Background: an optimization exercise with open tools, aiming at small area. Do not read the settings as production practice. Only simulation tests tie the RTL to the original design; equivalence was not proved. No activity file was given, so power comes from the tool's default toggle rates.

==> flow/design.v <==
module simon(
    input wire clk,
    input wire rst,
    input wire [3:0] btn,
    input wire start,
    input wire difficulty,  
    output reg [3:0] led,
    output reg [11:0] rgb,
    output reg hsync,
    output reg vsync,
    output reg [6:0] score,    
    output reg [3:0] an        
);
    localparam IDLE  = 3'b000;
    localparam SHOW  = 3'b001;
    localparam INPUT = 3'b011;
    localparam WIN   = 3'b100;
    localparam LOSE  = 3'b101;
    localparam L_OFF = 2'd0;    
    localparam L_SEQ = 2'd1;    
    localparam L_BTN = 2'd2;    
    localparam L_ALL = 2'd3;    
    localparam J0 = 3'b000, J1 = 3'b001, J2 = 3'b011, J3 = 3'b111, J4 = 3'b110, J5 = 3'b100;
    reg [16:0] tb;
    reg [4:0]  h_hi;
    reg [9:0]  v_count;
    reg [17:0] tc;
    reg [16:0] tb_n;
    reg [5:0]  hc;
    reg [4:0]  h_n;
    reg [10:0] vc;
    reg [9:0]  v_n;
    integer i;
    wire h_end = h_hi[4] & h_hi[3];                  
    wire v_end = v_count[9] & v_count[3] & v_count[2];  
    always @* begin
        tc[0] = 1'b1;
        for (i = 0; i < 17; i = i + 1) begin
            tb_n[i] = tb[i] ^ tc[i];
            tc[i+1] = tc[i] & tb[i];
        end
        hc[0] = tc[7];
        for (i = 0; i < 5; i = i + 1) begin
            h_n[i] = (h_hi[i] ^ hc[i]) & ~(tc[7] & h_end);
            hc[i+1] = hc[i] & h_hi[i];
        end
        vc[0] = tc[7] & h_end;
        for (i = 0; i < 10; i = i + 1) begin
            v_n[i] = (v_count[i] ^ vc[i]) & ~(vc[0] & v_end);
            vc[i+1] = vc[i] & v_count[i];
        end
    end
    always @(posedge clk or posedge rst) begin
        if (rst) begin
            tb <= 17'd3;
            h_hi <= 0;
            v_count <= 0;
        end else begin
            tb <= tb_n;
            h_hi <= h_n;
            v_count <= v_n;
        end
    end
    wire h_vis = ~(h_hi[4] & (h_hi[3] | h_hi[2]));
    wire v_vis = ~(v_count[9] | (&v_count[8:5]));
    always @* begin
        hsync = ~(h_hi[4] & ~h_hi[3] & h_hi[2] &
                  ((h_hi[1] ^ h_hi[0]) | (~h_hi[1] & tb[6]) | (h_hi[1] & ~tb[6])));
        vsync = ~(v_count[9:1] == 9'd245);
    end
    wire tb_low = ~(|tb[14:2]) & ~(tb[1] & tb[0]);
    wire ds0 = ~tb[16] & (tb[15] ~^ tb_low);
    reg [15:0] lfsr_q;
    wire [15:0] lfsr = lfsr_q ^ 16'hAAAA;
    wire [15:0] lfsr_n = {lfsr[14:0], lfsr[15] ^ lfsr[14] ^ lfsr[12] ^ lfsr[3]};
    always @(posedge clk) begin
        if (rst)
            lfsr_q <= 16'hFFFF ^ 16'hAAAA;
        else
            lfsr_q <= lfsr_n ^ 16'hAAAA;
    end
    reg [2:0]  state;
    reg [2:0]  e;
    reg [1:0]  lsrc;
    reg [2:0]  q;
    reg [12:0] cnt;         
    reg [3:0]  btn_prev;
    reg [3:0]  btn_valid;
    reg [1:0]  s0, s1, s2, s3, s4;
    reg [1:0] cur;
    always @* begin
        case (1'b1)
            (~q[2] & ~q[0]): cur = s0;
            (q[0] & ~q[1]):  cur = s1;
            (q[1] & ~q[2]):  cur = s2;
            (q[2] & q[0]):   cur = s3;
            default:         cur = s4;
        endcase
    end
    wire [3:0] cur_oh = 4'b0001 << cur;
    wire last  = q[2] & ~q[0];                        
    wire final_round = difficulty ? (~e[2] & ~e[0])   
                                  : (e[0] & ~e[1]);   
    wire off_f = cnt[11] | (&cnt[10:6] & (cnt[5] | cnt[4]));
    wire off_s = cnt[12] & (cnt[11] | cnt[10] | (&cnt[9:7] & (|cnt[6:3])));
    wire led_on = ~(difficulty ? off_s : off_f);
    wire step   = difficulty ? (cnt[12] & cnt[10] & cnt[9] & cnt[8] & cnt[6] & cnt[5] & cnt[4])
                             : (cnt[11] & cnt[8] & cnt[7] & cnt[6] & cnt[2]);
    wire any = |btn_valid;
    wire hit = (btn_valid == cur_oh);
    wire [1:0] newval = {lfsr[1] & lfsr[0], ~lfsr[1] & lfsr[0]};
    wire s_idle  = (state == IDLE);
    wire s_show  = (state == SHOW);
    wire s_input = (state == INPUT);
    wire s_lose  = (state == LOSE);
    wire go      = s_idle & start;
    wire show_adv = s_show & step;
    wire in_adv  = s_input & any & hit;
    wire success = in_adv & last;                     
    wire [2:0] e_n = go ? J4 : (success ? {~e[0], e[2:1]} : e);
    always @(posedge clk or posedge rst) begin
        if (rst) begin
            state <= IDLE;
            e <= J4;
            lsrc <= L_OFF;
        end else begin
            e <= e_n;
            lsrc <= L_OFF;
            case (state)
                IDLE: begin
                    if (start) state <= SHOW;
                end
                SHOW: begin
                    if (!step) begin
                        if (led_on) lsrc <= L_SEQ;
                    end else if (last)
                        state <= INPUT;
                end
                INPUT: begin
                    lsrc <= L_BTN;
                    if (any) begin
                        if (hit) begin
                            if (last) state <= final_round ? WIN : SHOW;
                        end else
                            state <= LOSE;
                    end
                end
                WIN: begin
                    lsrc <= L_ALL;
                    if (start) state <= IDLE;
                end
                LOSE: begin
                    if (start) state <= IDLE;
                end
                default: state <= IDLE;
            endcase
        end
    end
    reg [13:0] cc;
    reg [12:0] cnt_n;
    wire cnt_run = (s_show & ~step) | s_lose;
    always @* begin
        cc[0] = 1'b1;
        for (i = 0; i < 13; i = i + 1) begin
            cnt_n[i] = (cnt[i] ^ cc[i]) & cnt_run;
            cc[i+1] = cc[i] & cnt[i];
        end
    end
    always @(posedge clk) begin
        btn_prev <= btn;
        btn_valid <= btn & ~btn_prev;
        cnt <= cnt_n;
        if (s_idle | ((show_adv | in_adv) & last))
            q <= e_n;
        else if (show_adv | in_adv)
            q <= {q[1:0], ~q[2]};
        if (go | success) begin
            s0 <= s1;
            s1 <= s2;
            s2 <= s3;
            s3 <= s4;
            s4 <= s_idle ? lfsr[1:0] : newval;
        end
    end
    always @* begin
        case (lsrc)
            L_OFF: led = 4'b0000;
            L_SEQ: led = cur_oh;
            L_BTN: led = btn_prev;
            default: led = 4'b1111;
        endcase
    end
    always @* begin
        an = {3'b111, ~ds0};
        if (ds0) begin
            case (e)
                J4: score = 7'b1000000;  
                J3: score = 7'b1111001;  
                J2: score = 7'b0100100;  
                J1: score = 7'b0110000;  
                J0: score = 7'b0011001;  
                default: score = 7'b0010010;  
            endcase
        end else
            score = 7'b1111111;
    end
    always @* begin
        if (h_vis && v_vis) begin
            case (state)
                SHOW, INPUT: begin
                    case (led)
                        4'b0001: rgb = 12'h00F;
                        4'b0010: rgb = 12'hFF0;
                        4'b0100: rgb = 12'hF0F;
                        4'b1000: rgb = 12'h0F0;
                        default: rgb = 12'h444;
                    endcase
                end
                WIN: rgb = 12'hF00;
                LOSE: rgb = cnt[10] ? 12'h00F : 12'h333;
                default: rgb = 12'h333;
            endcase
        end else
            rgb = 12'h000;
    end
endmodule
==> flow/config.mk <==
export PLATFORM = sky130hd
export DESIGN_NAME = simon
export DESIGN_NICKNAME = simon
export VERILOG_FILES = /design/flow/design.v
export SDC_FILE = /design/flow/constraint.sdc
export NUM_CORES = 4
export LEC_CHECK = 0
export CAP_MARGIN = 20
export CORE_MARGIN = 2
export CORE_UTILIZATION = 40
export CTS_BUF_LIST = sky130_fd_sc_hd__clkbuf_8
export PLACE_DENSITY = 0.6
export SLEW_MARGIN = 20
==> flow/constraint.sdc <==
create_clock -name core_clock -period 10.0 [get_ports {clk}]
set_input_delay 2.0000 -clock core_clock [delete_from_list [all_inputs] [get_ports {clk}]]
set_output_delay 2.0000 -clock core_clock [all_outputs]
set_load 0.01 [all_outputs]
standard.sh (not shown) runs the stock make flow with config.mk's settings and CLKGATE_MAP_FILE= SYNTH_SCRIPT=/design/flow/synth_recipe.tcl, a recipe that flattens the netlist after the stock synthesis.
==> flow/flow/run.sh <==
#!/bin/bash
# The standard layout, with two changes:
#  - the port buffers are the smallest buffer cell (buf_1);
#  - before repair_design, every combinational cell is set to its
#    smallest-area drive strength (flow/downsize.tcl).
export BUFFER_PORTS_ARGS="-buffer_cell sky130_fd_sc_hd__buf_1"
export PRE_RESIZE_TCL="$(pwd)/flow/downsize.tcl"
bash standard.sh > standard.log 2>&1
==> flow/flow/downsize.tcl <==
# Before repair_design: give every combinational cell the smallest-area cell
# of the same function (same name, other drive strength). repair_design that
# follows fixes any slew or capacitance violation this makes.
set dont_use [split $::env(DONT_USE_CELLS)]
set n 0
set saved 0.0
foreach inst [get_cells *] {
  set m [get_property $inst ref_name]
  if {![regexp {^(sky130_fd_sc_hd__[a-z0-9]+)_([0-9]+)$} $m -> base drv]} { continue }
  if {[regexp {__(df|edf|sdf|dl|clk|tap|conb|fill|decap|buf_|probe)} $m]} { continue }
  set cur [get_lib_cells $m]
  set best $m
  set best_area [get_property $cur area]
  foreach d {0 1 2 3 4 6 8 12 16} {
    set c ${base}_$d
    if {$c eq $m || [lsearch -exact $dont_use $c] >= 0} { continue }
    set lc [get_lib_cells -quiet $c]
    if {$lc eq ""} { continue }
    set a [get_property $lc area]
    if {$a < $best_area - 1e-6} { set best $c; set best_area $a }
  }
  if {$best ne $m} {
    set saved [expr {$saved + [get_property $cur area] - $best_area}]
    replace_cell $inst [get_lib_cells $best]
    incr n
  }
}
puts "downsize: replaced $n cells, saved $saved um2"
Edit:
==> flow/flow/run.sh (replaced) <==
#!/bin/bash
export BUFFER_PORTS_ARGS="-buffer_cell sky130_fd_sc_hd__buf_1"
bash standard.sh > standard.log 2>&1
removed: flow/flow/downsize.tcl
Register-to-register slack stays flat.
Core utilization went up by 0.50 points.
Die area is unchanged.
Combinational power went up by about 3%.
Global-route usage stays flat.
Wire length went up by 0.73%.
Non-clock buffer count is unchanged.
Final area went up by 1.1%.
Via count went down by 1.0%.
Edit:
==> flow/flow/run.sh (replaced) <==
#!/bin/bash
# The standard layout, with three changes:
#  - the port buffers are the smallest buffer cell (buf_1);
#  - before repair_design, every combinational cell is set to its
#    smallest-area drive strength (flow/downsize.tcl);
#  - clock tree synthesis adds no dummy loads.
export BUFFER_PORTS_ARGS="-buffer_cell sky130_fd_sc_hd__buf_1"
export PRE_RESIZE_TCL="$(pwd)/flow/downsize.tcl"
export CTS_ARGS="-sink_clustering_enable -repair_clock_nets -buf_list sky130_fd_sc_hd__clkbuf_8 -dont_use_dummy_load"
bash standard.sh > standard.log 2>&1
==> flow/flow/downsize.tcl (new file) <==
# Before repair_design: give every combinational cell the smallest-area cell
# of the same function (same name, other drive strength). repair_design that
# follows fixes any slew or capacitance violation this makes.
set dont_use [split $::env(DONT_USE_CELLS)]
set n 0
set saved 0.0
foreach inst [get_cells *] {
  set m [get_property $inst ref_name]
  if {![regexp {^(sky130_fd_sc_hd__[a-z0-9]+)_([0-9]+)$} $m -> base drv]} { continue }
  if {[regexp {__(df|edf|sdf|dl|clk|tap|conb|fill|decap|buf_|probe)} $m]} { continue }
  set cur [get_lib_cells $m]
  set best $m
  set best_area [get_property $cur area]
  foreach d {0 1 2 3 4 6 8 12 16} {
    set c ${base}_$d
    if {$c eq $m || [lsearch -exact $dont_use $c] >= 0} { continue }
    set lc [get_lib_cells -quiet $c]
    if {$lc eq ""} { continue }
    set a [get_property $lc area]
    if {$a < $best_area - 1e-6} { set best $c; set best_area $a }
  }
  if {$best ne $m} {
    set saved [expr {$saved + [get_property $cur area] - $best_area}]
    replace_cell $inst [get_lib_cells $best]
    incr n
  }
}
puts "downsize: replaced $n cells, saved $saved um2"
=> The new run finished clean; non-clock buffer count stays the same; routed wire length goes down by a few percent; worst setup slack improved by 68 ps; total power drops by a little under a tenth; synthesized cell count does not change; worst hold slack hardly moves; die area does not change.
Edit:
==> flow/run.sh (new file) <==
#!/bin/bash
# synth_recipe.tcl (not shown) runs the flow's synth.tcl, then flattens the netlist and writes it again
# the make line also repeats each setting of config.mk as NAME=value (left out here)
make -C /OpenROAD-flow-scripts/flow DESIGN_CONFIG=/design/flow/config.mk WORK_HOME=/design/flow/orfs CLKGATE_MAP_FILE= SYNTH_SCRIPT=/design/flow/synth_recipe.tcl finish
removed: flow/flow/run.sh
removed: flow/flow/downsize.tcl
removed: flow/standard.sh
Utilization is higher by 3.3 points.
Count of clock-buffer cells in the layout does not change.
Setup slack got worse by 430 ps.
Cell count is higher by about 1.1%.
First-iteration DRC count is lower by 7.3%.

==> what the ideal ports hide <==
No port has a modelled driver above. Below, the same layouts with a new extraction and two added sets of constraints. Step 1 (the two cells are an assumption about what drives the block):
set clk [get_ports {clk}]
set_driving_cell -lib_cell sky130_fd_sc_hd__clkbuf_16 $clk
set_driving_cell -lib_cell sky130_fd_sc_hd__buf_2 [delete_from_list [all_inputs] $clk]
Step 2 adds t to the input delays and takes it off the output delays; t is the mean of the earliest and latest rising clock arrival at the registers after step 1. Input paths then give back, and output paths get back, about the clock's delay inside the block. Slacks: no drivers / after step 1 / after step 2; pairs: no drivers / after step 1.
run | shift t [ns] | setup slack, ns | hold slack, ns | cell pins on the clock port's net
the first run | 0.384 | 5.505 / 5.473 / 5.857 | 0.374 / 0.374 / 0.374 | 1
the second run | 0.388 | 5.481 / 5.449 / 5.837 | 0.376 / 0.376 / 0.376 | 1
the third run | 0.361 | 5.549 / 5.519 / 5.880 | 0.374 / 0.374 / 0.374 | 1
the fourth run | 0.377 | 5.115 / 5.084 / 5.461 | 0.367 / 0.367 / 0.367 | 1
After both steps setup and hold are still met in every run listed.
